What follows belongs to an exercise in optimizing a design on an open flow for small area and a short achievable clock period; a production flow would make more cautious choices. Where RTL was checked, it was by simulation tests only, not by an equivalence proof against the original. The RTL of run 2 was laid out without a check of its function. Power figures rest on the tool's default switching activity, not on a simulated workload.

==> flow/design.v (outline; a module is shown in full before it is edited, if it fits) <==
// module pe: 46 lines
// module mac_0_16: 326 lines
// module mac_16_17: 368 lines
// module mac_17_17: 369 lines
// module mac_17_18: 381 lines
// module csa_fa: 4 lines
// module csa_ha: 4 lines
// module pp_nor: 3 lines
// module inv8: 3 lines
// module skew_buffer: 25 lines
// module systolic_array: 34 lines
// module matrix_accelerator: 32 lines
module matrix_accelerator(
    input  wire        clk,
    input  wire        rst,
    input  wire        load_weight,
    input  wire [31:0] activation_in,
    output wire [95:0] result_out
);
  // ...
==> flow/flow/run.sh <==
#!/bin/bash
# The standard layout (standard.sh), with plain buffers on the ports in place
# of the delay cells that buffer_ports picks by default. Every port still gets
# its own buffer. make's full output goes to standard.log in this folder.
set -euo pipefail
export BUFFER_PORTS_ARGS="-buffer_cell sky130_fd_sc_hd__buf_1"
bash standard.sh > standard.log 2>&1
==> flow/standard.sh <==
#!/bin/bash
# synth_recipe.tcl (not shown) runs the flow's synth.tcl, then flattens the netlist and writes it again
# the make line also repeats each setting of config.mk as NAME=value (left out here)
make -C /OpenROAD-flow-scripts/flow DESIGN_CONFIG=/design/flow/config.mk WORK_HOME=/design/flow/orfs CLKGATE_MAP_FILE= SYNTH_SCRIPT=/design/flow/synth_recipe.tcl "${@:-finish}"
==> flow/config.mk <==
export PLATFORM = sky130hd
export DESIGN_NAME = matrix_accelerator
export DESIGN_NICKNAME = matrix_accelerator
export VERILOG_FILES = /design/flow/design.v
export SDC_FILE = /design/flow/constraint.sdc
export NUM_CORES = 4
export LEC_CHECK = 0
export CAP_MARGIN = 20
export CORE_MARGIN = 2
export CORE_UTILIZATION = 40
export CTS_BUF_LIST = sky130_fd_sc_hd__clkbuf_8
export CTS_CLUSTER_DIAMETER = 100
export CTS_CLUSTER_SIZE = 14
export SETUP_SLACK_MARGIN = 3.5
export SLEW_MARGIN = 20
export SYNTH_HIERARCHICAL = 1
export SYNTH_MINIMUM_KEEP_SIZE = 0
==> flow/constraint.sdc <==
create_clock -name core_clock -period 8.0 [get_ports {clk}]
set_input_delay 1.6000 -clock core_clock [delete_from_list [all_inputs] [get_ports {clk}]]
set_output_delay 1.6000 -clock core_clock [all_outputs]
set_load 0.01 [all_outputs]
==> summary.txt, run 1 <==
Timing
  – Number of hold violations in the final report: 0
  – Skew final: 0.0840 ns
  – Worst slew slack as a fraction of its limit: 0.288
  – Setup repair after global routing missed its margin: yes

Critical path
  – Number of buffer and inverter stages on the critical path: 1
  – CP startpoint: array_core.ROW[0].c1.S.q[3]
  – Category of cells accounting for the largest share of critical-path delay: adder cells
  – Startpoint of the lowest-slack register-to-register path: array_core.ROW[0].c1.S.q[3]
  – Cell with the biggest individual delay on the critical path: fa_1
  – Critical Path Start Type: register

Floorplan
  – Die ar.: 119,000 µm²
  – Die W: 345 µm
  – Core area: 115,000 µm²

Final layout
  – Relative area change from synthesis to final layout: 7.63%
  – Non-clk buf share: 0.0172
  – # diodes: 1
  – Commonest non-fill, non-tap cells in the layout: nor2_1 (867), fa_1 (795), inv_1 (500), nand2_1 (415), ha_1 (286)

Placement
  – Placed Cells: 5,971
  – Number of input and output port buffers inserted: 130
  – Detailed placement HPWL: 86,300 µm
  – Worst slack at placement: 2.85 ns

Clock tree
  – Clock tree from TritonCTS: done
  – CTS Root Buffer Type: clkbuf_8
  – Clock sink count: 545

Power
  – Comb. pwr: 0.0135 W
  – Peak supply drop: 0.000274 V

GRT
  – Initial antenna violation count: 3
  – Met2 Use GR: 0.322

Route
  – WL per Instance: 17.7 µm
  – Wire length on met1: 47,500 µm
  – Detailed route wirelength on metal2: 53,200 µm

Yosys
  – Post-Syn Nets: 5,541
  – Netlist Area Pre-Place: 46,400 µm²
  – Warnings, synthesis: 16

Status
  – Status: finished clean
==> module mac_0_16, before the edit <==
module mac_0_16 (
    input  wire [7:0] a,
    input  wire [7:0] b,
    input  wire se,       
    input  wire sy,       
    output wire [15:0] d
);
    wire [7:0] an, bn;    
    inv8 ua (.a(a), .y(an));
    inv8 ub (.a(b), .y(bn));
    wire t0;
    pp_nor ut0 (.a(an[0]), .b(bn[0]), .y(t0));
    wire t1;
    pp_nor ut1 (.a(an[0]), .b(bn[1]), .y(t1));
    wire t2;
    pp_nor ut2 (.a(an[0]), .b(bn[2]), .y(t2));
    wire t3;
    pp_nor ut3 (.a(an[0]), .b(bn[3]), .y(t3));
    wire t4;
    pp_nor ut4 (.a(an[0]), .b(bn[4]), .y(t4));
    wire t5;
    pp_nor ut5 (.a(an[0]), .b(bn[5]), .y(t5));
    wire t6;
    pp_nor ut6 (.a(an[0]), .b(bn[6]), .y(t6));
    wire t7 = ~(a[0] & b[7]);
    wire t8;
    pp_nor ut8 (.a(an[1]), .b(bn[0]), .y(t8));
    wire t9;
    pp_nor ut9 (.a(an[1]), .b(bn[1]), .y(t9));
    wire t10;
    pp_nor ut10 (.a(an[1]), .b(bn[2]), .y(t10));
    wire t11;
    pp_nor ut11 (.a(an[1]), .b(bn[3]), .y(t11));
    wire t12;
    pp_nor ut12 (.a(an[1]), .b(bn[4]), .y(t12));
    wire t13;
    pp_nor ut13 (.a(an[1]), .b(bn[5]), .y(t13));
    wire t14;
    pp_nor ut14 (.a(an[1]), .b(bn[6]), .y(t14));
    wire t15 = ~(a[1] & b[7]);
    wire t16;
    pp_nor ut16 (.a(an[2]), .b(bn[0]), .y(t16));
    wire t17;
    pp_nor ut17 (.a(an[2]), .b(bn[1]), .y(t17));
    wire t18;
    pp_nor ut18 (.a(an[2]), .b(bn[2]), .y(t18));
    wire t19;
    pp_nor ut19 (.a(an[2]), .b(bn[3]), .y(t19));
    wire t20;
    pp_nor ut20 (.a(an[2]), .b(bn[4]), .y(t20));
    wire t21;
    pp_nor ut21 (.a(an[2]), .b(bn[5]), .y(t21));
    wire t22;
    pp_nor ut22 (.a(an[2]), .b(bn[6]), .y(t22));
    wire t23 = ~(a[2] & b[7]);
    wire t24;
    pp_nor ut24 (.a(an[3]), .b(bn[0]), .y(t24));
    wire t25;
    pp_nor ut25 (.a(an[3]), .b(bn[1]), .y(t25));
    wire t26;
    pp_nor ut26 (.a(an[3]), .b(bn[2]), .y(t26));
    wire t27;
    pp_nor ut27 (.a(an[3]), .b(bn[3]), .y(t27));
    wire t28;
    pp_nor ut28 (.a(an[3]), .b(bn[4]), .y(t28));
    wire t29;
    pp_nor ut29 (.a(an[3]), .b(bn[5]), .y(t29));
    wire t30;
    pp_nor ut30 (.a(an[3]), .b(bn[6]), .y(t30));
    wire t31 = ~(a[3] & b[7]);
    wire t32;
    pp_nor ut32 (.a(an[4]), .b(bn[0]), .y(t32));
    wire t33;
    pp_nor ut33 (.a(an[4]), .b(bn[1]), .y(t33));
    wire t34;
    pp_nor ut34 (.a(an[4]), .b(bn[2]), .y(t34));
    wire t35;
    pp_nor ut35 (.a(an[4]), .b(bn[3]), .y(t35));
    wire t36;
    pp_nor ut36 (.a(an[4]), .b(bn[4]), .y(t36));
    wire t37;
    pp_nor ut37 (.a(an[4]), .b(bn[5]), .y(t37));
    wire t38;
    pp_nor ut38 (.a(an[4]), .b(bn[6]), .y(t38));
    wire t39 = ~(a[4] & b[7]);
    wire t40;
    pp_nor ut40 (.a(an[5]), .b(bn[0]), .y(t40));
    wire t41;
    pp_nor ut41 (.a(an[5]), .b(bn[1]), .y(t41));
    wire t42;
    pp_nor ut42 (.a(an[5]), .b(bn[2]), .y(t42));
    wire t43;
    pp_nor ut43 (.a(an[5]), .b(bn[3]), .y(t43));
    wire t44;
    pp_nor ut44 (.a(an[5]), .b(bn[4]), .y(t44));
    wire t45;
    pp_nor ut45 (.a(an[5]), .b(bn[5]), .y(t45));
    wire t46;
    pp_nor ut46 (.a(an[5]), .b(bn[6]), .y(t46));
    wire t47 = ~(a[5] & b[7]);
    wire t48;
    pp_nor ut48 (.a(an[6]), .b(bn[0]), .y(t48));
    wire t49;
    pp_nor ut49 (.a(an[6]), .b(bn[1]), .y(t49));
    wire t50;
    pp_nor ut50 (.a(an[6]), .b(bn[2]), .y(t50));
    wire t51;
    pp_nor ut51 (.a(an[6]), .b(bn[3]), .y(t51));
    wire t52;
    pp_nor ut52 (.a(an[6]), .b(bn[4]), .y(t52));
    wire t53;
    pp_nor ut53 (.a(an[6]), .b(bn[5]), .y(t53));
    wire t54;
    pp_nor ut54 (.a(an[6]), .b(bn[6]), .y(t54));
    wire t55 = ~(a[6] & b[7]);
    wire t56 = ~(a[7] & b[0]);
    wire t57 = ~(a[7] & b[1]);
    wire t58 = ~(a[7] & b[2]);
    wire t59 = ~(a[7] & b[3]);
    wire t60 = ~(a[7] & b[4]);
    wire t61 = ~(a[7] & b[5]);
    wire t62 = ~(a[7] & b[6]);
    wire t63;
    pp_nor ut63 (.a(an[7]), .b(bn[7]), .y(t63));
    wire t64, t65;
    csa_ha ut64 (.a(t2), .b(t9), .s(t64), .co(t65));
    wire t66, t67;
    csa_fa ut66 (.a(t3), .b(t10), .c(t17), .s(t66), .co(t67));
    wire t68, t69;
    csa_ha ut68 (.a(t24), .b(t65), .s(t68), .co(t69));
    wire t70, t71;
    csa_fa ut70 (.a(t4), .b(t11), .c(t18), .s(t70), .co(t71));
    wire t72, t73;
    csa_fa ut72 (.a(t25), .b(t32), .c(t67), .s(t72), .co(t73));
    wire t74, t75;
    csa_ha ut74 (.a(t69), .b(t70), .s(t74), .co(t75));
    wire t76, t77;
    csa_fa ut76 (.a(t5), .b(t12), .c(t19), .s(t76), .co(t77));
    wire t78, t79;
    csa_fa ut78 (.a(t26), .b(t33), .c(t40), .s(t78), .co(t79));
    wire t80, t81;
    csa_fa ut80 (.a(t71), .b(t76), .c(t78), .s(t80), .co(t81));
    wire t82, t83;
    csa_ha ut82 (.a(t75), .b(t73), .s(t82), .co(t83));
    wire t84, t85;
    csa_fa ut84 (.a(t6), .b(t13), .c(t20), .s(t84), .co(t85));
    wire t86, t87;
    csa_fa ut86 (.a(t27), .b(t34), .c(t41), .s(t86), .co(t87));
    wire t88, t89;
    csa_fa ut88 (.a(t48), .b(t77), .c(t79), .s(t88), .co(t89));
    wire t90, t91;
    csa_fa ut90 (.a(t84), .b(t86), .c(t81), .s(t90), .co(t91));
    wire t92, t93;
    csa_ha ut92 (.a(t88), .b(t83), .s(t92), .co(t93));
    wire t94, t95;
    csa_fa ut94 (.a(t7), .b(t14), .c(t21), .s(t94), .co(t95));
    wire t96, t97;
    csa_fa ut96 (.a(t28), .b(t35), .c(t42), .s(t96), .co(t97));
    wire t98, t99;
    csa_fa ut98 (.a(t49), .b(t56), .c(t85), .s(t98), .co(t99));
    wire t100, t101;
    csa_fa ut100 (.a(t87), .b(t94), .c(t96), .s(t100), .co(t101));
    wire t102, t103;
    csa_fa ut102 (.a(t89), .b(t98), .c(t100), .s(t102), .co(t103));
    wire t104, t105;
    csa_ha ut104 (.a(t91), .b(t93), .s(t104), .co(t105));
    wire t106 = ~(t15 ^ t22);
    wire t107 = t15 | t22;
    wire t108, t109;
    csa_fa ut108 (.a(t29), .b(t36), .c(t43), .s(t108), .co(t109));
    wire t110, t111;
    csa_fa ut110 (.a(t50), .b(t57), .c(t95), .s(t110), .co(t111));
    wire t112, t113;
    csa_fa ut112 (.a(t97), .b(t106), .c(t108), .s(t112), .co(t113));
    wire t114, t115;
    csa_fa ut114 (.a(t99), .b(t101), .c(t110), .s(t114), .co(t115));
    wire t116, t117;
    csa_fa ut116 (.a(t112), .b(t103), .c(t114), .s(t116), .co(t117));
    wire t118, t119;
    csa_fa ut118 (.a(t23), .b(t30), .c(t37), .s(t118), .co(t119));
    wire t120, t121;
    csa_fa ut120 (.a(t44), .b(t51), .c(t58), .s(t120), .co(t121));
    wire t122, t123;
    csa_fa ut122 (.a(t107), .b(t109), .c(t118), .s(t122), .co(t123));
    wire t124, t125;
    csa_fa ut124 (.a(t120), .b(t111), .c(t113), .s(t124), .co(t125));
    wire t126, t127;
    csa_fa ut126 (.a(t122), .b(t115), .c(t124), .s(t126), .co(t127));
    wire t128, t129;
    csa_fa ut128 (.a(t31), .b(t38), .c(t45), .s(t128), .co(t129));
    wire t130, t131;
    csa_fa ut130 (.a(t52), .b(t59), .c(t119), .s(t130), .co(t131));
    wire t132, t133;
    csa_fa ut132 (.a(t121), .b(t128), .c(t123), .s(t132), .co(t133));
    wire t134, t135;
    csa_fa ut134 (.a(t130), .b(t125), .c(t132), .s(t134), .co(t135));
    wire t136, t137;
    csa_fa ut136 (.a(t39), .b(t46), .c(t53), .s(t136), .co(t137));
    wire t138, t139;
    csa_fa ut138 (.a(t60), .b(t129), .c(t136), .s(t138), .co(t139));
    wire t140, t141;
    csa_fa ut140 (.a(t131), .b(t138), .c(t133), .s(t140), .co(t141));
    wire t142, t143;
    csa_fa ut142 (.a(t47), .b(t54), .c(t61), .s(t142), .co(t143));
    wire t144, t145;
    csa_fa ut144 (.a(t137), .b(t142), .c(t139), .s(t144), .co(t145));
    wire t146, t147;
    csa_fa ut146 (.a(t55), .b(t62), .c(t143), .s(t146), .co(t147));
    wire t148 = t0 & 1'b0;
    wire t149 = t1 & t8;
    wire t150 = t16 & t64;
    wire t151 = t66 & t68;
    wire t152 = t72 & t74;
    wire t153 = t80 & t82;
    wire t154 = t90 & t92;
    wire t155 = t102 & t104;
    wire t156 = t105 & t116;
    wire t157 = t117 & t126;
    wire t158 = t127 & t134;
    wire t159 = t135 & t140;
    wire t160 = t141 & t144;
    wire t161 = t145 & t146;
    wire t162 = t63 & t147;
    wire t163 = 1'b1 & 1'b0;
    wire t164 = t0 ^ 1'b0;
    wire t165 = t1 ^ t8;
    wire t166 = t16 ^ t64;
    wire t167 = t66 ^ t68;
    wire t168 = t72 ^ t74;
    wire t169 = t80 ^ t82;
    wire t170 = t90 ^ t92;
    wire t171 = t102 ^ t104;
    wire t172 = t105 ^ t116;
    wire t173 = t117 ^ t126;
    wire t174 = t127 ^ t134;
    wire t175 = t135 ^ t140;
    wire t176 = t141 ^ t144;
    wire t177 = t145 ^ t146;
    wire t178 = t63 ^ t147;
    wire t179 = 1'b1 ^ 1'b0;
    wire t180 = t149 | (t165 & t148);
    wire t181 = t150 | (t166 & t180);
    wire t182 = t151 | (t167 & t181);
    wire t183 = t152 | (t168 & t182);
    wire t184 = t153 | (t169 & t183);
    wire t185 = t155 | (t171 & t154);
    wire t186 = t171 & t170;
    wire t187 = t156 | (t172 & t155);
    wire t188 = t172 & t171;
    wire t189 = t157 | (t173 & t156);
    wire t190 = t173 & t172;
    wire t191 = t158 | (t174 & t157);
    wire t192 = t174 & t173;
    wire t193 = t159 | (t175 & t158);
    wire t194 = t175 & t174;
    wire t195 = t160 | (t176 & t159);
    wire t196 = t176 & t175;
    wire t197 = t161 | (t177 & t160);
    wire t198 = t177 & t176;
    wire t199 = t162 | (t178 & t161);
    wire t200 = t178 & t177;
    wire t201 = t163 | (t179 & t162);
    wire t202 = t179 & t178;
    wire t203 = t187 | (t188 & t154);
    wire t204 = t188 & t170;
    wire t205 = t189 | (t190 & t185);
    wire t206 = t190 & t186;
    wire t207 = t191 | (t192 & t187);
    wire t208 = t192 & t188;
    wire t209 = t193 | (t194 & t189);
    wire t210 = t194 & t190;
    wire t211 = t195 | (t196 & t191);
    wire t212 = t196 & t192;
    wire t213 = t197 | (t198 & t193);
    wire t214 = t198 & t194;
    wire t215 = t199 | (t200 & t195);
    wire t216 = t200 & t196;
    wire t217 = t201 | (t202 & t197);
    wire t218 = t202 & t198;
    wire t219 = t207 | (t208 & t154);
    wire t220 = t208 & t170;
    wire t221 = t209 | (t210 & t185);
    wire t222 = t210 & t186;
    wire t223 = t211 | (t212 & t203);
    wire t224 = t212 & t204;
    wire t225 = t213 | (t214 & t205);
    wire t226 = t214 & t206;
    wire t227 = t215 | (t216 & t207);
    wire t228 = t216 & t208;
    wire t229 = t217 | (t218 & t209);
    wire t230 = t218 & t210;
    wire t231 = t227 | (t228 & t154);
    wire t232 = t228 & t170;
    wire t233 = t229 | (t230 & t185);
    wire t234 = t230 & t186;
    wire t235 = t154 | (t170 & t184);
    wire t236 = t185 | (t186 & t184);
    wire t237 = t203 | (t204 & t184);
    wire t238 = t205 | (t206 & t184);
    wire t239 = t219 | (t220 & t184);
    wire t240 = t221 | (t222 & t184);
    wire t241 = t223 | (t224 & t184);
    wire t242 = t225 | (t226 & t184);
    wire t243 = t231 | (t232 & t184);
    wire t244 = t233 | (t234 & t184);
    wire t245 = t165 ^ t148;
    wire t246 = t166 ^ t180;
    wire t247 = t167 ^ t181;
    wire t248 = t168 ^ t182;
    wire t249 = t169 ^ t183;
    wire t250 = t170 ^ t184;
    wire t251 = t171 ^ t235;
    wire t252 = t172 ^ t236;
    wire t253 = t173 ^ t237;
    wire t254 = t174 ^ t238;
    wire t255 = t175 ^ t239;
    wire t256 = t176 ^ t240;
    wire t257 = t177 ^ t241;
    wire t258 = t178 ^ t242;
    wire t259 = t179 ^ t243;
    wire [15:0] ra = {1'b1, t63, t145, t141, t135, t127, t117, t105, t102, t90, t80, t72, t66, t16, t1, t0};
    wire [15:0] rb = {1'b0, t147, t146, t144, t140, t134, t126, t116, t104, t92, t82, t74, t68, t64, t8, 1'b0};
    wire [15:0] y = {t259, t258, t257, t256, t255, t254, t253, t252, t251, t250, t249, t248, t247, t246, t245, t164};
    wire [15:0] e_ext = 16'd0;
    assign d = ({16{se}} & e_ext) | ({16{sy}} & y);
endmodule
==> run 2, diff against run 1 <==
--- a/flow/design.v
+++ b/flow/design.v
@@ -285,94 +285,86 @@
     wire t177 = t145 ^ t146;
     wire t178 = t63 ^ t147;
     wire t179 = 1'b1 ^ 1'b0;
     wire t180 = t149 | (t165 & t148);
     wire t181 = t150 | (t166 & t180);
     wire t182 = t151 | (t167 & t181);
     wire t183 = t152 | (t168 & t182);
     wire t184 = t153 | (t169 & t183);
-    wire t185 = t155 | (t171 & t154);
-    wire t186 = t171 & t170;
-    wire t187 = t156 | (t172 & t155);
-    wire t188 = t172 & t171;
-    wire t189 = t157 | (t173 & t156);
-    wire t190 = t173 & t172;
-    wire t191 = t158 | (t174 & t157);
-    wire t192 = t174 & t173;
-    wire t193 = t159 | (t175 & t158);
-    wire t194 = t175 & t174;
-    wire t195 = t160 | (t176 & t159);
-    wire t196 = t176 & t175;
-    wire t197 = t161 | (t177 & t160);
-    wire t198 = t177 & t176;
-    wire t199 = t162 | (t178 & t161);
-    wire t200 = t178 & t177;
-    wire t201 = t163 | (t179 & t162);
-    wire t202 = t179 & t178;
-    wire t203 = t187 | (t188 & t154);
-    wire t204 = t188 & t170;
-    wire t205 = t189 | (t190 & t185);
-    wire t206 = t190 & t186;
-    wire t207 = t191 | (t192 & t187);
-    wire t208 = t192 & t188;
-    wire t209 = t193 | (t194 & t189);
-    wire t210 = t194 & t190;
-    wire t211 = t195 | (t196 & t191);
-    wire t212 = t196 & t192;
-    wire t213 = t197 | (t198 & t193);
-    wire t214 = t198 & t194;
-    wire t215 = t199 | (t200 & t195);
-    wire t216 = t200 & t196;
-    wire t217 = t201 | (t202 & t197);
-    wire t218 = t202 & t198;
-    wire t219 = t207 | (t208 & t154);
-    wire t220 = t208 & t170;
-    wire t221 = t209 | (t210 & t185);
-    wire t222 = t210 & t186;
-    wire t223 = t211 | (t212 & t203);
-    wire t224 = t212 & t204;
-    wire t225 = t213 | (t214 & t205);
-    wire t226 = t214 & t206;
-    wire t227 = t215 | (t216 & t207);
-    wire t228 = t216 & t208;
-    wire t229 = t217 | (t218 & t209);
-    wire t230 = t218 & t210;
-    wire t231 = t227 | (t228 & t154);
-    wire t232 = t228 & t170;
-    wire t233 = t229 | (t230 & t185);
-    wire t234 = t230 & t186;
-    wire t235 = t154 | (t170 & t184);
-    wire t236 = t185 | (t186 & t184);
-    wire t237 = t203 | (t204 & t184);
-    wire t238 = t205 | (t206 & t184);
-    wire t239 = t219 | (t220 & t184);
-    wire t240 = t221 | (t222 & t184);
-    wire t241 = t223 | (t224 & t184);
-    wire t242 = t225 | (t226 & t184);
-    wire t243 = t231 | (t232 & t184);
-    wire t244 = t233 | (t234 & t184);
-    wire t245 = t165 ^ t148;
-    wire t246 = t166 ^ t180;
-    wire t247 = t167 ^ t181;
-    wire t248 = t168 ^ t182;
-    wire t249 = t169 ^ t183;
-    wire t250 = t170 ^ t184;
-    wire t251 = t171 ^ t235;
-    wire t252 = t172 ^ t236;
-    wire t253 = t173 ^ t237;
-    wire t254 = t174 ^ t238;
-    wire t255 = t175 ^ t239;
-    wire t256 = t176 ^ t240;
-    wire t257 = t177 ^ t241;
-    wire t258 = t178 ^ t242;
-    wire t259 = t179 ^ t243;
+    wire t185 = t154 | (t170 & t184);
+    wire t186 = t156 | (t172 & t155);
+    wire t187 = t172 & t171;
+    wire t188 = t157 | (t173 & t156);
+    wire t189 = t173 & t172;
+    wire t190 = t158 | (t174 & t157);
+    wire t191 = t174 & t173;
+    wire t192 = t159 | (t175 & t158);
+    wire t193 = t175 & t174;
+    wire t194 = t160 | (t176 & t159);
+    wire t195 = t176 & t175;
+    wire t196 = t161 | (t177 & t160);
+    wire t197 = t177 & t176;
+    wire t198 = t162 | (t178 & t161);
+    wire t199 = t178 & t177;
+    wire t200 = t163 | (t179 & t162);
+    wire t201 = t179 & t178;
+    wire t202 = t188 | (t189 & t155);
+    wire t203 = t189 & t171;
+    wire t204 = t190 | (t191 & t186);
+    wire t205 = t191 & t187;
+    wire t206 = t192 | (t193 & t188);
+    wire t207 = t193 & t189;
+    wire t208 = t194 | (t195 & t190);
+    wire t209 = t195 & t191;
+    wire t210 = t196 | (t197 & t192);
+    wire t211 = t197 & t193;
+    wire t212 = t198 | (t199 & t194);
+    wire t213 = t199 & t195;
+    wire t214 = t200 | (t201 & t196);
+    wire t215 = t201 & t197;
+    wire t216 = t206 | (t207 & t155);
+    wire t217 = t207 & t171;
+    wire t218 = t208 | (t209 & t186);
+    wire t219 = t209 & t187;
+    wire t220 = t210 | (t211 & t202);
+    wire t221 = t211 & t203;
+    wire t222 = t212 | (t213 & t204);
+    wire t223 = t213 & t205;
+    wire t224 = t214 | (t215 & t206);
+    wire t225 = t215 & t207;
+    wire t226 = t224 | (t225 & t155);
+    wire t227 = t225 & t171;
+    wire t228 = t155 | (t171 & t185);
+    wire t229 = t186 | (t187 & t185);
+    wire t230 = t202 | (t203 & t185);
+    wire t231 = t204 | (t205 & t185);
+    wire t232 = t216 | (t217 & t185);
+    wire t233 = t218 | (t219 & t185);
+    wire t234 = t220 | (t221 & t185);
+    wire t235 = t222 | (t223 & t185);
+    wire t236 = t226 | (t227 & t185);
+    wire t237 = t165 ^ t148;
+    wire t238 = t166 ^ t180;
+    wire t239 = t167 ^ t181;
+    wire t240 = t168 ^ t182;
+    wire t241 = t169 ^ t183;
+    wire t242 = t170 ^ t184;
+    wire t243 = t171 ^ t185;
+    wire t244 = t172 ^ t228;
+    wire t245 = t173 ^ t229;
+    wire t246 = t174 ^ t230;
+    wire t247 = t175 ^ t231;
+    wire t248 = t176 ^ t232;
+    wire t249 = t177 ^ t233;
+    wire t250 = t178 ^ t234;
+    wire t251 = t179 ^ t235;
     wire [15:0] ra = {1'b1, t63, t145, t141, t135, t127, t117, t105, t102, t90, t80, t72, t66, t16, t1, t0};
     wire [15:0] rb = {1'b0, t147, t146, t144, t140, t134, t126, t116, t104, t92, t82, t74, t68, t64, t8, 1'b0};
-    wire [15:0] y = {t259, t258, t257, t256, t255, t254, t253, t252, t251, t250, t249, t248, t247, t246, t245, t164};
+    wire [15:0] y = {t251, t250, t249, t248, t247, t246, t245, t244, t243, t242, t241, t240, t239, t238, t237, t164};
     wire [15:0] e_ext = 16'd0;
     assign d = ({16{se}} & e_ext) | ({16{sy}} & y);
 endmodule
 module mac_16_17 (
     input  wire [7:0] a,
     input  wire [7:0] b,
     input  wire [15:0] e,
     input  wire se,       
@@ -643,104 +635,96 @@
     wire t208 = t174 ^ t175;
     wire t209 = t64 ^ t176;
     wire t210 = 1'b1 ^ 1'b0;
     wire t211 = t178 | (t195 & t177);
     wire t212 = t179 | (t196 & t211);
     wire t213 = t180 | (t197 & t212);
     wire t214 = t181 | (t198 & t213);
     wire t215 = t182 | (t199 & t214);
-    wire t216 = t184 | (t201 & t183);
-    wire t217 = t201 & t200;
-    wire t218 = t185 | (t202 & t184);
-    wire t219 = t202 & t201;
-    wire t220 = t186 | (t203 & t185);
-    wire t221 = t203 & t202;
-    wire t222 = t187 | (t204 & t186);
-    wire t223 = t204 & t203;
-    wire t224 = t188 | (t205 & t187);
-    wire t225 = t205 & t204;
-    wire t226 = t189 | (t206 & t188);
-    wire t227 = t206 & t205;
-    wire t228 = t190 | (t207 & t189);
-    wire t229 = t207 & t206;
-    wire t230 = t191 | (t208 & t190);
-    wire t231 = t208 & t207;
-    wire t232 = t192 | (t209 & t191);
-    wire t233 = t209 & t208;
-    wire t234 = t193 | (t210 & t192);
-    wire t235 = t210 & t209;
-    wire t236 = t218 | (t219 & t183);
-    wire t237 = t219 & t200;
-    wire t238 = t220 | (t221 & t216);
-    wire t239 = t221 & t217;
-    wire t240 = t222 | (t223 & t218);
-    wire t241 = t223 & t219;
-    wire t242 = t224 | (t225 & t220);
-    wire t243 = t225 & t221;
-    wire t244 = t226 | (t227 & t222);
-    wire t245 = t227 & t223;
-    wire t246 = t228 | (t229 & t224);
-    wire t247 = t229 & t225;
-    wire t248 = t230 | (t231 & t226);
-    wire t249 = t231 & t227;
-    wire t250 = t232 | (t233 & t228);
-    wire t251 = t233 & t229;
-    wire t252 = t234 | (t235 & t230);
-    wire t253 = t235 & t231;
-    wire t254 = t240 | (t241 & t183);
-    wire t255 = t241 & t200;
-    wire t256 = t242 | (t243 & t216);
-    wire t257 = t243 & t217;
-    wire t258 = t244 | (t245 & t236);
-    wire t259 = t245 & t237;
-    wire t260 = t246 | (t247 & t238);
-    wire t261 = t247 & t239;
-    wire t262 = t248 | (t249 & t240);
-    wire t263 = t249 & t241;
-    wire t264 = t250 | (t251 & t242);
-    wire t265 = t251 & t243;
-    wire t266 = t252 | (t253 & t244);
-    wire t267 = t253 & t245;
-    wire t268 = t262 | (t263 & t183);
-    wire t269 = t263 & t200;
-    wire t270 = t264 | (t265 & t216);
-    wire t271 = t265 & t217;
-    wire t272 = t266 | (t267 & t236);
-    wire t273 = t267 & t237;
-    wire t274 = t183 | (t200 & t215);
-    wire t275 = t216 | (t217 & t215);
-    wire t276 = t236 | (t237 & t215);
-    wire t277 = t238 | (t239 & t215);
-    wire t278 = t254 | (t255 & t215);
-    wire t279 = t256 | (t257 & t215);
-    wire t280 = t258 | (t259 & t215);
-    wire t281 = t260 | (t261 & t215);
-    wire t282 = t268 | (t269 & t215);
-    wire t283 = t270 | (t271 & t215);
-    wire t284 = t272 | (t273 & t215);
-    wire t285 = t195 ^ t177;
-    wire t286 = t196 ^ t211;
-    wire t287 = t197 ^ t212;
-    wire t288 = t198 ^ t213;
-    wire t289 = t199 ^ t214;
-    wire t290 = t200 ^ t215;
-    wire t291 = t201 ^ t274;
-    wire t292 = t202 ^ t275;
-    wire t293 = t203 ^ t276;
-    wire t294 = t204 ^ t277;
-    wire t295 = t205 ^ t278;
-    wire t296 = t206 ^ t279;
-    wire t297 = t207 ^ t280;
-    wire t298 = t208 ^ t281;
-    wire t299 = t209 ^ t282;
-    wire t300 = t210 ^ t283;
+    wire t216 = t183 | (t200 & t215);
+    wire t217 = t185 | (t202 & t184);
+    wire t218 = t202 & t201;
+    wire t219 = t186 | (t203 & t185);
+    wire t220 = t203 & t202;
+    wire t221 = t187 | (t204 & t186);
+    wire t222 = t204 & t203;
+    wire t223 = t188 | (t205 & t187);
+    wire t224 = t205 & t204;
+    wire t225 = t189 | (t206 & t188);
+    wire t226 = t206 & t205;
+    wire t227 = t190 | (t207 & t189);
+    wire t228 = t207 & t206;
+    wire t229 = t191 | (t208 & t190);
+    wire t230 = t208 & t207;
+    wire t231 = t192 | (t209 & t191);
+    wire t232 = t209 & t208;
+    wire t233 = t193 | (t210 & t192);
+    wire t234 = t210 & t209;
+    wire t235 = t219 | (t220 & t184);
+    wire t236 = t220 & t201;
+    wire t237 = t221 | (t222 & t217);
+    wire t238 = t222 & t218;
+    wire t239 = t223 | (t224 & t219);
+    wire t240 = t224 & t220;
+    wire t241 = t225 | (t226 & t221);
+    wire t242 = t226 & t222;
+    wire t243 = t227 | (t228 & t223);
+    wire t244 = t228 & t224;
+    wire t245 = t229 | (t230 & t225);
+    wire t246 = t230 & t226;
+    wire t247 = t231 | (t232 & t227);
+    wire t248 = t232 & t228;
+    wire t249 = t233 | (t234 & t229);
+    wire t250 = t234 & t230;
+    wire t251 = t239 | (t240 & t184);
+    wire t252 = t240 & t201;
+    wire t253 = t241 | (t242 & t217);
+    wire t254 = t242 & t218;
+    wire t255 = t243 | (t244 & t235);
+    wire t256 = t244 & t236;
+    wire t257 = t245 | (t246 & t237);
+    wire t258 = t246 & t238;
+    wire t259 = t247 | (t248 & t239);
+    wire t260 = t248 & t240;
+    wire t261 = t249 | (t250 & t241);
+    wire t262 = t250 & t242;
+    wire t263 = t259 | (t260 & t184);
+    wire t264 = t260 & t201;
+    wire t265 = t261 | (t262 & t217);
+    wire t266 = t262 & t218;
+    wire t267 = t184 | (t201 & t216);
+    wire t268 = t217 | (t218 & t216);
+    wire t269 = t235 | (t236 & t216);
+    wire t270 = t237 | (t238 & t216);
+    wire t271 = t251 | (t252 & t216);
+    wire t272 = t253 | (t254 & t216);
+    wire t273 = t255 | (t256 & t216);
+    wire t274 = t257 | (t258 & t216);
+    wire t275 = t263 | (t264 & t216);
+    wire t276 = t265 | (t266 & t216);
+    wire t277 = t195 ^ t177;
+    wire t278 = t196 ^ t211;
+    wire t279 = t197 ^ t212;
+    wire t280 = t198 ^ t213;
+    wire t281 = t199 ^ t214;
+    wire t282 = t200 ^ t215;
+    wire t283 = t201 ^ t216;
+    wire t284 = t202 ^ t267;
+    wire t285 = t203 ^ t268;
+    wire t286 = t204 ^ t269;
+    wire t287 = t205 ^ t270;
+    wire t288 = t206 ^ t271;
+    wire t289 = t207 ^ t272;
+    wire t290 = t208 ^ t273;
+    wire t291 = t209 ^ t274;
+    wire t292 = t210 ^ t275;
     wire [16:0] ra = {1'b1, t64, t174, t170, t164, t156, t146, t134, t120, t117, t103, t91, t81, t73, t67, t8, t0};
     wire [16:0] rb = {1'b0, t176, t175, t173, t169, t163, t155, t145, t133, t119, t105, t93, t83, t75, t69, t65, e[0]};
-    wire [16:0] y = {t300, t299, t298, t297, t296, t295, t294, t293, t292, t291, t290, t289, t288, t287, t286, t285, t194};
+    wire [16:0] y = {t292, t291, t290, t289, t288, t287, t286, t285, t284, t283, t282, t281, t280, t279, t278, t277, t194};
     wire [16:0] e_ext = {{1{e[15]}}, e};
     assign d = ({17{se}} & e_ext) | ({17{sy}} & y);
 endmodule
 module mac_17_17 (
     input  wire [7:0] a,
     input  wire [7:0] b,
     input  wire [16:0] e,
     input  wire se,       
@@ -1012,104 +996,96 @@
     wire t209 = t174 ^ t175;
     wire t210 = t176 ^ t177;
     wire t211 = t64 ^ e[15];
     wire t212 = t179 | (t196 & t178);
     wire t213 = t180 | (t197 & t212);
     wire t214 = t181 | (t198 & t213);
     wire t215 = t182 | (t199 & t214);
     wire t216 = t183 | (t200 & t215);
-    wire t217 = t185 | (t202 & t184);
-    wire t218 = t202 & t201;
-    wire t219 = t186 | (t203 & t185);
-    wire t220 = t203 & t202;
-    wire t221 = t187 | (t204 & t186);
-    wire t222 = t204 & t203;
-    wire t223 = t188 | (t205 & t187);
-    wire t224 = t205 & t204;
-    wire t225 = t189 | (t206 & t188);
-    wire t226 = t206 & t205;
-    wire t227 = t190 | (t207 & t189);
-    wire t228 = t207 & t206;
-    wire t229 = t191 | (t208 & t190);
-    wire t230 = t208 & t207;
-    wire t231 = t192 | (t209 & t191);
-    wire t232 = t209 & t208;
-    wire t233 = t193 | (t210 & t192);
-    wire t234 = t210 & t209;
-    wire t235 = t194 | (t211 & t193);
-    wire t236 = t211 & t210;
-    wire t237 = t219 | (t220 & t184);
-    wire t238 = t220 & t201;
-    wire t239 = t221 | (t222 & t217);
-    wire t240 = t222 & t218;
-    wire t241 = t223 | (t224 & t219);
-    wire t242 = t224 & t220;
-    wire t243 = t225 | (t226 & t221);
-    wire t244 = t226 & t222;
-    wire t245 = t227 | (t228 & t223);
-    wire t246 = t228 & t224;
-    wire t247 = t229 | (t230 & t225);
-    wire t248 = t230 & t226;
-    wire t249 = t231 | (t232 & t227);
-    wire t250 = t232 & t228;
-    wire t251 = t233 | (t234 & t229);
-    wire t252 = t234 & t230;
-    wire t253 = t235 | (t236 & t231);
-    wire t254 = t236 & t232;
-    wire t255 = t241 | (t242 & t184);
-    wire t256 = t242 & t201;
-    wire t257 = t243 | (t244 & t217);
-    wire t258 = t244 & t218;
-    wire t259 = t245 | (t246 & t237);
-    wire t260 = t246 & t238;
-    wire t261 = t247 | (t248 & t239);
-    wire t262 = t248 & t240;
-    wire t263 = t249 | (t250 & t241);
-    wire t264 = t250 & t242;
-    wire t265 = t251 | (t252 & t243);
-    wire t266 = t252 & t244;
-    wire t267 = t253 | (t254 & t245);
-    wire t268 = t254 & t246;
-    wire t269 = t263 | (t264 & t184);
-    wire t270 = t264 & t201;
-    wire t271 = t265 | (t266 & t217);
-    wire t272 = t266 & t218;
-    wire t273 = t267 | (t268 & t237);
-    wire t274 = t268 & t238;
-    wire t275 = t184 | (t201 & t216);
-    wire t276 = t217 | (t218 & t216);
-    wire t277 = t237 | (t238 & t216);
-    wire t278 = t239 | (t240 & t216);
-    wire t279 = t255 | (t256 & t216);
-    wire t280 = t257 | (t258 & t216);
-    wire t281 = t259 | (t260 & t216);
-    wire t282 = t261 | (t262 & t216);
-    wire t283 = t269 | (t270 & t216);
-    wire t284 = t271 | (t272 & t216);
-    wire t285 = t273 | (t274 & t216);
-    wire t286 = t196 ^ t178;
-    wire t287 = t197 ^ t212;
-    wire t288 = t198 ^ t213;
-    wire t289 = t199 ^ t214;
-    wire t290 = t200 ^ t215;
-    wire t291 = t201 ^ t216;
-    wire t292 = t202 ^ t275;
-    wire t293 = t203 ^ t276;
-    wire t294 = t204 ^ t277;
-    wire t295 = t205 ^ t278;
-    wire t296 = t206 ^ t279;
-    wire t297 = t207 ^ t280;
-    wire t298 = t208 ^ t281;
-    wire t299 = t209 ^ t282;
-    wire t300 = t210 ^ t283;
-    wire t301 = t211 ^ t284;
+    wire t217 = t184 | (t201 & t216);
+    wire t218 = t186 | (t203 & t185);
+    wire t219 = t203 & t202;
+    wire t220 = t187 | (t204 & t186);
+    wire t221 = t204 & t203;
+    wire t222 = t188 | (t205 & t187);
+    wire t223 = t205 & t204;
+    wire t224 = t189 | (t206 & t188);
+    wire t225 = t206 & t205;
+    wire t226 = t190 | (t207 & t189);
+    wire t227 = t207 & t206;
+    wire t228 = t191 | (t208 & t190);
+    wire t229 = t208 & t207;
+    wire t230 = t192 | (t209 & t191);
+    wire t231 = t209 & t208;
+    wire t232 = t193 | (t210 & t192);
+    wire t233 = t210 & t209;
+    wire t234 = t194 | (t211 & t193);
+    wire t235 = t211 & t210;
+    wire t236 = t220 | (t221 & t185);
+    wire t237 = t221 & t202;
+    wire t238 = t222 | (t223 & t218);
+    wire t239 = t223 & t219;
+    wire t240 = t224 | (t225 & t220);
+    wire t241 = t225 & t221;
+    wire t242 = t226 | (t227 & t222);
+    wire t243 = t227 & t223;
+    wire t244 = t228 | (t229 & t224);
+    wire t245 = t229 & t225;
+    wire t246 = t230 | (t231 & t226);
+    wire t247 = t231 & t227;
+    wire t248 = t232 | (t233 & t228);
+    wire t249 = t233 & t229;
+    wire t250 = t234 | (t235 & t230);
+    wire t251 = t235 & t231;
+    wire t252 = t240 | (t241 & t185);
+    wire t253 = t241 & t202;
+    wire t254 = t242 | (t243 & t218);
+    wire t255 = t243 & t219;
+    wire t256 = t244 | (t245 & t236);
+    wire t257 = t245 & t237;
+    wire t258 = t246 | (t247 & t238);
+    wire t259 = t247 & t239;
+    wire t260 = t248 | (t249 & t240);
+    wire t261 = t249 & t241;
+    wire t262 = t250 | (t251 & t242);
+    wire t263 = t251 & t243;
+    wire t264 = t260 | (t261 & t185);
+    wire t265 = t261 & t202;
+    wire t266 = t262 | (t263 & t218);
+    wire t267 = t263 & t219;
+    wire t268 = t185 | (t202 & t217);
+    wire t269 = t218 | (t219 & t217);
+    wire t270 = t236 | (t237 & t217);
+    wire t271 = t238 | (t239 & t217);
+    wire t272 = t252 | (t253 & t217);
+    wire t273 = t254 | (t255 & t217);
+    wire t274 = t256 | (t257 & t217);
+    wire t275 = t258 | (t259 & t217);
+    wire t276 = t264 | (t265 & t217);
+    wire t277 = t266 | (t267 & t217);
+    wire t278 = t196 ^ t178;
+    wire t279 = t197 ^ t212;
+    wire t280 = t198 ^ t213;
+    wire t281 = t199 ^ t214;
+    wire t282 = t200 ^ t215;
+    wire t283 = t201 ^ t216;
+    wire t284 = t202 ^ t217;
+    wire t285 = t203 ^ t268;
+    wire t286 = t204 ^ t269;
+    wire t287 = t205 ^ t270;
+    wire t288 = t206 ^ t271;
+    wire t289 = t207 ^ t272;
+    wire t290 = t208 ^ t273;
+    wire t291 = t209 ^ t274;
+    wire t292 = t210 ^ t275;
+    wire t293 = t211 ^ t276;
     wire [16:0] ra = {t64, t176, t174, t170, t164, t156, t146, t134, t120, t117, t103, t91, t81, t73, t67, t8, t0};
     wire [16:0] rb = {e[15], t177, t175, t173, t169, t163, t155, t145, t133, t119, t105, t93, t83, t75, t69, t65, e[0]};
-    wire [16:0] y = {t301, t300, t299, t298, t297, t296, t295, t294, t293, t292, t291, t290, t289, t288, t287, t286, t195};
+    wire [16:0] y = {t293, t292, t291, t290, t289, t288, t287, t286, t285, t284, t283, t282, t281, t280, t279, t278, t195};
     wire [16:0] e_ext = {{0{e[16]}}, e};
     assign d = ({17{se}} & e_ext) | ({17{sy}} & y);
 endmodule
 module mac_17_18 (
     input  wire [7:0] a,
     input  wire [7:0] b,
     input  wire [16:0] e,
     input  wire se,       
@@ -1383,114 +1359,106 @@
     wire t211 = t176 ^ t177;
     wire t212 = t64 ^ e[15];
     wire t213 = 1'b1 ^ 1'b0;
     wire t214 = t179 | (t197 & t178);
     wire t215 = t180 | (t198 & t214);
     wire t216 = t181 | (t199 & t215);
     wire t217 = t182 | (t200 & t216);
     wire t218 = t183 | (t201 & t217);
-    wire t219 = t185 | (t203 & t184);
-    wire t220 = t203 & t202;
-    wire t221 = t186 | (t204 & t185);
-    wire t222 = t204 & t203;
-    wire t223 = t187 | (t205 & t186);
-    wire t224 = t205 & t204;
-    wire t225 = t188 | (t206 & t187);
-    wire t226 = t206 & t205;
-    wire t227 = t189 | (t207 & t188);
-    wire t228 = t207 & t206;
-    wire t229 = t190 | (t208 & t189);
-    wire t230 = t208 & t207;
-    wire t231 = t191 | (t209 & t190);
-    wire t232 = t209 & t208;
-    wire t233 = t192 | (t210 & t191);
-    wire t234 = t210 & t209;
-    wire t235 = t193 | (t211 & t192);
-    wire t236 = t211 & t210;
-    wire t237 = t194 | (t212 & t193);
-    wire t238 = t212 & t211;
-    wire t239 = t195 | (t213 & t194);
-    wire t240 = t213 & t212;
-    wire t241 = t221 | (t222 & t184);
-    wire t242 = t222 & t202;
-    wire t243 = t223 | (t224 & t219);
-    wire t244 = t224 & t220;
-    wire t245 = t225 | (t226 & t221);
-    wire t246 = t226 & t222;
-    wire t247 = t227 | (t228 & t223);
-    wire t248 = t228 & t224;
-    wire t249 = t229 | (t230 & t225);
-    wire t250 = t230 & t226;
-    wire t251 = t231 | (t232 & t227);
-    wire t252 = t232 & t228;
-    wire t253 = t233 | (t234 & t229);
-    wire t254 = t234 & t230;
-    wire t255 = t235 | (t236 & t231);
-    wire t256 = t236 & t232;
-    wire t257 = t237 | (t238 & t233);
-    wire t258 = t238 & t234;
-    wire t259 = t239 | (t240 & t235);
-    wire t260 = t240 & t236;
-    wire t261 = t245 | (t246 & t184);
-    wire t262 = t246 & t202;
-    wire t263 = t247 | (t248 & t219);
-    wire t264 = t248 & t220;
-    wire t265 = t249 | (t250 & t241);
-    wire t266 = t250 & t242;
-    wire t267 = t251 | (t252 & t243);
-    wire t268 = t252 & t244;
-    wire t269 = t253 | (t254 & t245);
-    wire t270 = t254 & t246;
-    wire t271 = t255 | (t256 & t247);
-    wire t272 = t256 & t248;
-    wire t273 = t257 | (t258 & t249);
-    wire t274 = t258 & t250;
-    wire t275 = t259 | (t260 & t251);
-    wire t276 = t260 & t252;
-    wire t277 = t269 | (t270 & t184);
-    wire t278 = t270 & t202;
-    wire t279 = t271 | (t272 & t219);
-    wire t280 = t272 & t220;
-    wire t281 = t273 | (t274 & t241);
-    wire t282 = t274 & t242;
-    wire t283 = t275 | (t276 & t243);
-    wire t284 = t276 & t244;
-    wire t285 = t184 | (t202 & t218);
-    wire t286 = t219 | (t220 & t218);
-    wire t287 = t241 | (t242 & t218);
-    wire t288 = t243 | (t244 & t218);
-    wire t289 = t261 | (t262 & t218);
-    wire t290 = t263 | (t264 & t218);
-    wire t291 = t265 | (t266 & t218);
-    wire t292 = t267 | (t268 & t218);
-    wire t293 = t277 | (t278 & t218);
-    wire t294 = t279 | (t280 & t218);
-    wire t295 = t281 | (t282 & t218);
-    wire t296 = t283 | (t284 & t218);
-    wire t297 = t197 ^ t178;
-    wire t298 = t198 ^ t214;
-    wire t299 = t199 ^ t215;
-    wire t300 = t200 ^ t216;
-    wire t301 = t201 ^ t217;
-    wire t302 = t202 ^ t218;
-    wire t303 = t203 ^ t285;
-    wire t304 = t204 ^ t286;
-    wire t305 = t205 ^ t287;
-    wire t306 = t206 ^ t288;
-    wire t307 = t207 ^ t289;
-    wire t308 = t208 ^ t290;
-    wire t309 = t209 ^ t291;
-    wire t310 = t210 ^ t292;
-    wire t311 = t211 ^ t293;
-    wire t312 = t212 ^ t294;
-    wire t313 = t213 ^ t295;
+    wire t219 = t184 | (t202 & t218);
+    wire t220 = t186 | (t204 & t185);
+    wire t221 = t204 & t203;
+    wire t222 = t187 | (t205 & t186);
+    wire t223 = t205 & t204;
+    wire t224 = t188 | (t206 & t187);
+    wire t225 = t206 & t205;
+    wire t226 = t189 | (t207 & t188);
+    wire t227 = t207 & t206;
+    wire t228 = t190 | (t208 & t189);
+    wire t229 = t208 & t207;
+    wire t230 = t191 | (t209 & t190);
+    wire t231 = t209 & t208;
+    wire t232 = t192 | (t210 & t191);
+    wire t233 = t210 & t209;
+    wire t234 = t193 | (t211 & t192);
+    wire t235 = t211 & t210;
+    wire t236 = t194 | (t212 & t193);
+    wire t237 = t212 & t211;
+    wire t238 = t195 | (t213 & t194);
+    wire t239 = t213 & t212;
+    wire t240 = t222 | (t223 & t185);
+    wire t241 = t223 & t203;
+    wire t242 = t224 | (t225 & t220);
+    wire t243 = t225 & t221;
+    wire t244 = t226 | (t227 & t222);
+    wire t245 = t227 & t223;
+    wire t246 = t228 | (t229 & t224);
+    wire t247 = t229 & t225;
+    wire t248 = t230 | (t231 & t226);
+    wire t249 = t231 & t227;
+    wire t250 = t232 | (t233 & t228);
+    wire t251 = t233 & t229;
+    wire t252 = t234 | (t235 & t230);
+    wire t253 = t235 & t231;
+    wire t254 = t236 | (t237 & t232);
+    wire t255 = t237 & t233;
+    wire t256 = t238 | (t239 & t234);
+    wire t257 = t239 & t235;
+    wire t258 = t244 | (t245 & t185);
+    wire t259 = t245 & t203;
+    wire t260 = t246 | (t247 & t220);
+    wire t261 = t247 & t221;
+    wire t262 = t248 | (t249 & t240);
+    wire t263 = t249 & t241;
+    wire t264 = t250 | (t251 & t242);
+    wire t265 = t251 & t243;
+    wire t266 = t252 | (t253 & t244);
+    wire t267 = t253 & t245;
+    wire t268 = t254 | (t255 & t246);
+    wire t269 = t255 & t247;
+    wire t270 = t256 | (t257 & t248);
+    wire t271 = t257 & t249;
+    wire t272 = t266 | (t267 & t185);
+    wire t273 = t267 & t203;
+    wire t274 = t268 | (t269 & t220);
+    wire t275 = t269 & t221;
+    wire t276 = t270 | (t271 & t240);
+    wire t277 = t271 & t241;
+    wire t278 = t185 | (t203 & t219);
+    wire t279 = t220 | (t221 & t219);
+    wire t280 = t240 | (t241 & t219);
+    wire t281 = t242 | (t243 & t219);
+    wire t282 = t258 | (t259 & t219);
+    wire t283 = t260 | (t261 & t219);
+    wire t284 = t262 | (t263 & t219);
+    wire t285 = t264 | (t265 & t219);
+    wire t286 = t272 | (t273 & t219);
+    wire t287 = t274 | (t275 & t219);
+    wire t288 = t276 | (t277 & t219);
+    wire t289 = t197 ^ t178;
+    wire t290 = t198 ^ t214;
+    wire t291 = t199 ^ t215;
+    wire t292 = t200 ^ t216;
+    wire t293 = t201 ^ t217;
+    wire t294 = t202 ^ t218;
+    wire t295 = t203 ^ t219;
+    wire t296 = t204 ^ t278;
+    wire t297 = t205 ^ t279;
+    wire t298 = t206 ^ t280;
+    wire t299 = t207 ^ t281;
+    wire t300 = t208 ^ t282;
+    wire t301 = t209 ^ t283;
+    wire t302 = t210 ^ t284;
+    wire t303 = t211 ^ t285;
+    wire t304 = t212 ^ t286;
+    wire t305 = t213 ^ t287;
     wire [17:0] ra = {1'b1, t64, t176, t174, t170, t164, t156, t146, t134, t120, t117, t103, t91, t81, t73, t67, t8, t0};
     wire [17:0] rb = {1'b0, e[15], t177, t175, t173, t169, t163, t155, t145, t133, t119, t105, t93, t83, t75, t69, t65, e[0]};
-    wire [17:0] y = {t313, t312, t311, t310, t309, t308, t307, t306, t305, t304, t303, t302, t301, t300, t299, t298, t297, t196};
+    wire [17:0] y = {t305, t304, t303, t302, t301, t300, t299, t298, t297, t296, t295, t294, t293, t292, t291, t290, t289, t196};
     wire [17:0] e_ext = {{1{e[16]}}, e};
     assign d = ({18{se}} & e_ext) | ({18{sy}} & y);
 endmodule
 module csa_fa (input wire a, input wire b, input wire c, output wire s, output wire co);
     assign s  = a ^ b ^ c;
     assign co = (a & b) | (a & c) | (b & c);
 endmodule
 module csa_ha (input wire a, input wire b, output wire s, output wire co);
==> flow/flow/run.sh (replaced) <==
#!/bin/bash
# The standard layout (standard.sh), with plain buffers on the ports in place
# of the delay cells that buffer_ports picks by default. Every port still gets
# its own buffer. make's full output goes to standard.log in this folder.
set -euo pipefail
export BUFFER_PORTS_ARGS="-buffer_cell sky130_fd_sc_hd__buf_2"
bash standard.sh > standard.log 2>&1
==> flow/config.mk (replaced) <==
export PLATFORM = sky130hd
export DESIGN_NAME = matrix_accelerator
export DESIGN_NICKNAME = matrix_accelerator
export VERILOG_FILES = /design/flow/design.v
export SDC_FILE = /design/flow/constraint.sdc
export NUM_CORES = 4
export LEC_CHECK = 0
export CAP_MARGIN = 20
export CORE_MARGIN = 2
export CORE_UTILIZATION = 40
export CTS_CLUSTER_DIAMETER = 120
export CTS_CLUSTER_SIZE = 22
export SETUP_SLACK_MARGIN = 3.5
export SLEW_MARGIN = 20
export SYNTH_HIERARCHICAL = 1
export SYNTH_MINIMUM_KEEP_SIZE = 0
==> run 2 against run 1 <==
Against the previous run: still clean; utilization rose by 0.54 points; worst hold slack improved by 0.0024 ns; total power rose by 0.66%; sequential share of layout area decreased by 0.17 points; critical path type is now in2reg; largest cell class unchanged.
==> summary.txt, run 2 <==
Floorplan
  – Die W: 343 µm (was 345 µm)
  – Die ar.: 118,000 µm² (was 119,000 µm²)
  – Starting utilization of the core area: 0.403 (was 0.405)
  – Core area: 114,000 µm² (was 115,000 µm²)
  – Io pins: 131 (unchanged)
  – Rows: 124 (unchanged)
  – Vert. Die Dim: 343 µm (was 345 µm)

Yosys
  – Warnings, synthesis: 16 (unchanged)
  – Netlist Area Pre-Place: 45,900 µm² (was 46,400 µm²)
  – Post-Syn Nets: 5,485 (was 5,541)
  – Average cell area after synthesis: 10.6 µm² (was 10.5 µm²)
  – Number of instances in the synthesized netlist: 4,342 (was 4,398)

Placement
  – Detailed placement HPWL: 84,400 µm (was 86,300 µm)
  – RePlAce Congestion: 0.877 (about the same)
  – Number of input and output port buffers inserted: 130 (unchanged)

Timing
  – Sum of negative setup slack: 0 ns (unchanged)
  – Number of hold violations in the final report: 0 (unchanged)
  – Skew final: 0.0258 ns (was 0.0840 ns)
  – Slew at the pin closest to its max-slew limit: 1.04 ns (was 1.07 ns)
  – Setup repair after global routing missed its margin: yes (unchanged)
  – Share of the clock period used by the worst path after layout: 0.562 (was 0.548)
  – Number of failing setup endpoints in the final timing report: 0 (unchanged)
  – Post-layout min period: 4.49 ns (was 4.39 ns)
  – Max Slew Vio Count: 0 (unchanged)
  – Worst hold slack: 0.353 ns (was 0.350 ns)
  – Timing-limited maximum frequency: 223 MHz (was 228 MHz)
  – Worst slew slack as a fraction of its limit: 0.308 (was 0.288)

Final layout
  – Share of layout cells above drive strength 1: 0.117 (was 0.0773)
  – Register bank with the most flops: array_core.ROW.c3.out_e (unchanged)
  – Relative area change from synthesis to final layout: 9.46% (was 7.63%)
  – Nets: 5,642 (was 5,686)
  – Most common cell after layout, fill and taps aside: nor2_1 (unchanged)
  – Registers with the most flip-flops: array_core.ROW.c3.out_e: 72 flops, array_core.ROW.c1.out_e: 68 flops, array_core.ROW.c2.out_e: 68 flops (unchanged)
  – Final core occ: 0.441 (was 0.435)
  – Number of flip-flops in the largest register: 72 (unchanged)
  – Commonest non-fill, non-tap cells in the layout: nor2_1 (881), fa_1 (776), inv_1 (479), nand2_1 (391) (was nor2_1 (867), fa_1 (795), inv_1 (500), nand2_1 (415), ha_1 (286))

GRT
  – Global-route wire length before repair: 175,000 µm (was 179,000 µm)
  – Gr ovfl total: 0 (unchanged)
  – Number of global-route vias before repair: 32,900 (was 33,300)
  – Initial antenna violation count: 1 (was 3)
  – Maximum number of pins on one net before global-route repair: 83 (was 127)
  – Total global-route track usage: 0.185 (was 0.189)

Power
  – Power density normalized to cell area: 382 nW/µm² (about the same)
  – Peak supply drop: 0.000218 V (was 0.000274 V)
  – Standby leakage power: 22.6 nW (was 22.4 nW)

Clock tree
  – Total of hold buffers inserted after clock tree synthesis: 0 (unchanged)
  – Clock sink count: 545 (unchanged)
  – Clock tree from TritonCTS: done (unchanged)
  – Max H-tree Level: 1 (was 2)
  – Register clock-pin slew on the reported worst setup and hold paths: 0.09 ns (was 0.11 ns)
  – Number of clock buffers inserted by TritonCTS: 30 (was 47)
  – CTS Root Buffer Type: clkbuf_16 (was clkbuf_8)
  – Clock network latency to the later pin of the worst-skew pair: 0.66 ns (was 0.77 ns)
  – Worst-case clock buffer depth: 3 (unchanged)

Critical path
  – Maximum fanout encountered on the critical timing path: 6 (was 7)
  – Arrival time worst endpoint: 5.06 ns (was 5.03 ns)
  – CP Class: in2reg (was reg2reg)
  – Critical Path Start Type: primary input (was register)
  – Required time of the critical path: 8.57 ns (was 8.64 ns)
  – Kind of end point of the critical path: register (unchanged)

Route
  – Via density: 5.07 (was 5.08)
  – DRC viols: 0 (unchanged)
  – Total routed wirelength: 106,000 µm (was 108,000 µm)
  – Via count: 30,600 (was 31,000)
  – Number of antenna-violating nets in the routed design: 0 (unchanged)
  – WL per Instance: 17.5 µm (was 17.7 µm)
  – Initial DRC count: 1,711 (was 1,900)
  – Number of iterations in the first detailed-routing pass: 6 (unchanged)

Job
  – Total of max-cap violations: 0 (unchanged)

Worst hold path
  – Hold Crit Class: reg2reg (unchanged)

Status
  – Status: finished clean (unchanged)
==> run 2: power by group <==
group          switching, W  internal, W  leakage (nW)
Clock              0.000974     0.000758         0.446
Sequential         0.000478      0.00336          5.16
Combinational       0.00729      0.00633          17.0
==> run 2: repair_timing <==
item | 4_1_cts | 5_1_grt
resized for setup | 78 | 176
pin swaps | 13 | 31
setup endpoints to repair | 54 | 76
endpoints found under the hold margin | 0 | 0
buffers inserted | 18 | 47
==> run 2: worst max-delay path, cell delays in order <==
cell    delay [ns]
buf_6         0.11
inv_6         0.07
nor2_4        0.04
fa_2          0.54
fa_2          0.46
fa_2          0.37
fa_1          0.55
ha_4          0.21
o21a_1        0.17
o31a_1        0.14
o41a_4        0.40
and4_4        0.21
nor4_4        0.19
==> run 2: routing by layer <==
layer	GRT usage	vias to the layer above	part of all wire
met5	0	-	0
met4	0.0366	0	0.021
met3	0.0182	115	0.038
met2	0.309	661	0.48
met1	0.262	15700	0.46
li1	-	14100	-
==> run 2: metrics by stage <==
stage	instance area (µm²)	total power (W)	worst slack, ns	instances
6_report	50300	0.0192	3.51	6036
5_1_grt	50300	0.0214	3.45	6035
4_1_cts	49400	0.0186	3.43	5988
3_5_place_dp	48200	0.0165	2.77	5914
3_3_place_gp	48200	0.0161	2.81	5914
2_1_floorplan	46100	0.0138	2.98	4342
==> run 2: final timing paths <==
path	startpoint	end	slack (ns)	cells past startpoint
max in group asynchronous	rst	skew_unit.d3_1[2]	5.79	4
min reg2reg	skew_unit.d3_2[1]	skew_unit.d3_3[1]	0.35	0
max	activation_in[2]	array_core.ROW[0].c0.out_e[15]	3.51	13
max reg2reg	array_core.ROW[3].c3.weight_reg[5]	array_core.ROW[3].c3.out_e[17]	3.60	14
min in group asynchronous	rst	valid	0.92	2
min	skew_unit.d3_2[1]	skew_unit.d3_3[1]	0.35	0
==> run 2: cell type report <==
cell class	instances	area, µm²
diodes	1	2.50
fillers	10900	63800
well taps	1512	1890
clock buffers	51	872
multi-input cells	3147	31000
repair buffers	204	1280
flip-flops and latches	545	12900
clock inverters	5	51.3
inverters	571	2240

==> re-timing with driven ports <==
How much do the figures lean on ideal ports? The routed layouts below were timed once more, with nothing changed but the port constraints.
Step 1: set_driving_cell puts a clkbuf_16 on clk and a buf_2 on each other input, an assumption about the parent block.
Step 2, shift: input delay + t, output delay - t, t = (earliest + latest rising clock arrival at the registers) / 2. This alone moves slack from input paths to output paths.
Slacks: ideal / step 1 / step 2; pairs: ideal / step 1.
| run | t (ns) | setup slack, ns | worst setup path after step 2 | worst slew at a driven data input, ns |
|---|---|---|---|---|
| run 1 | 0.799 | 3.612 / 3.612 / 2.859 | input to register | 0.07 |
| run 2 | 0.716 | 3.507 / 3.531 / 2.815 | input to register | 0.06 |
After both steps setup and hold are still met in every run listed. For run 1, which loses most, drivers alone change the setup slack by 0.000 ns; drivers and shift together by -0.753 ns.
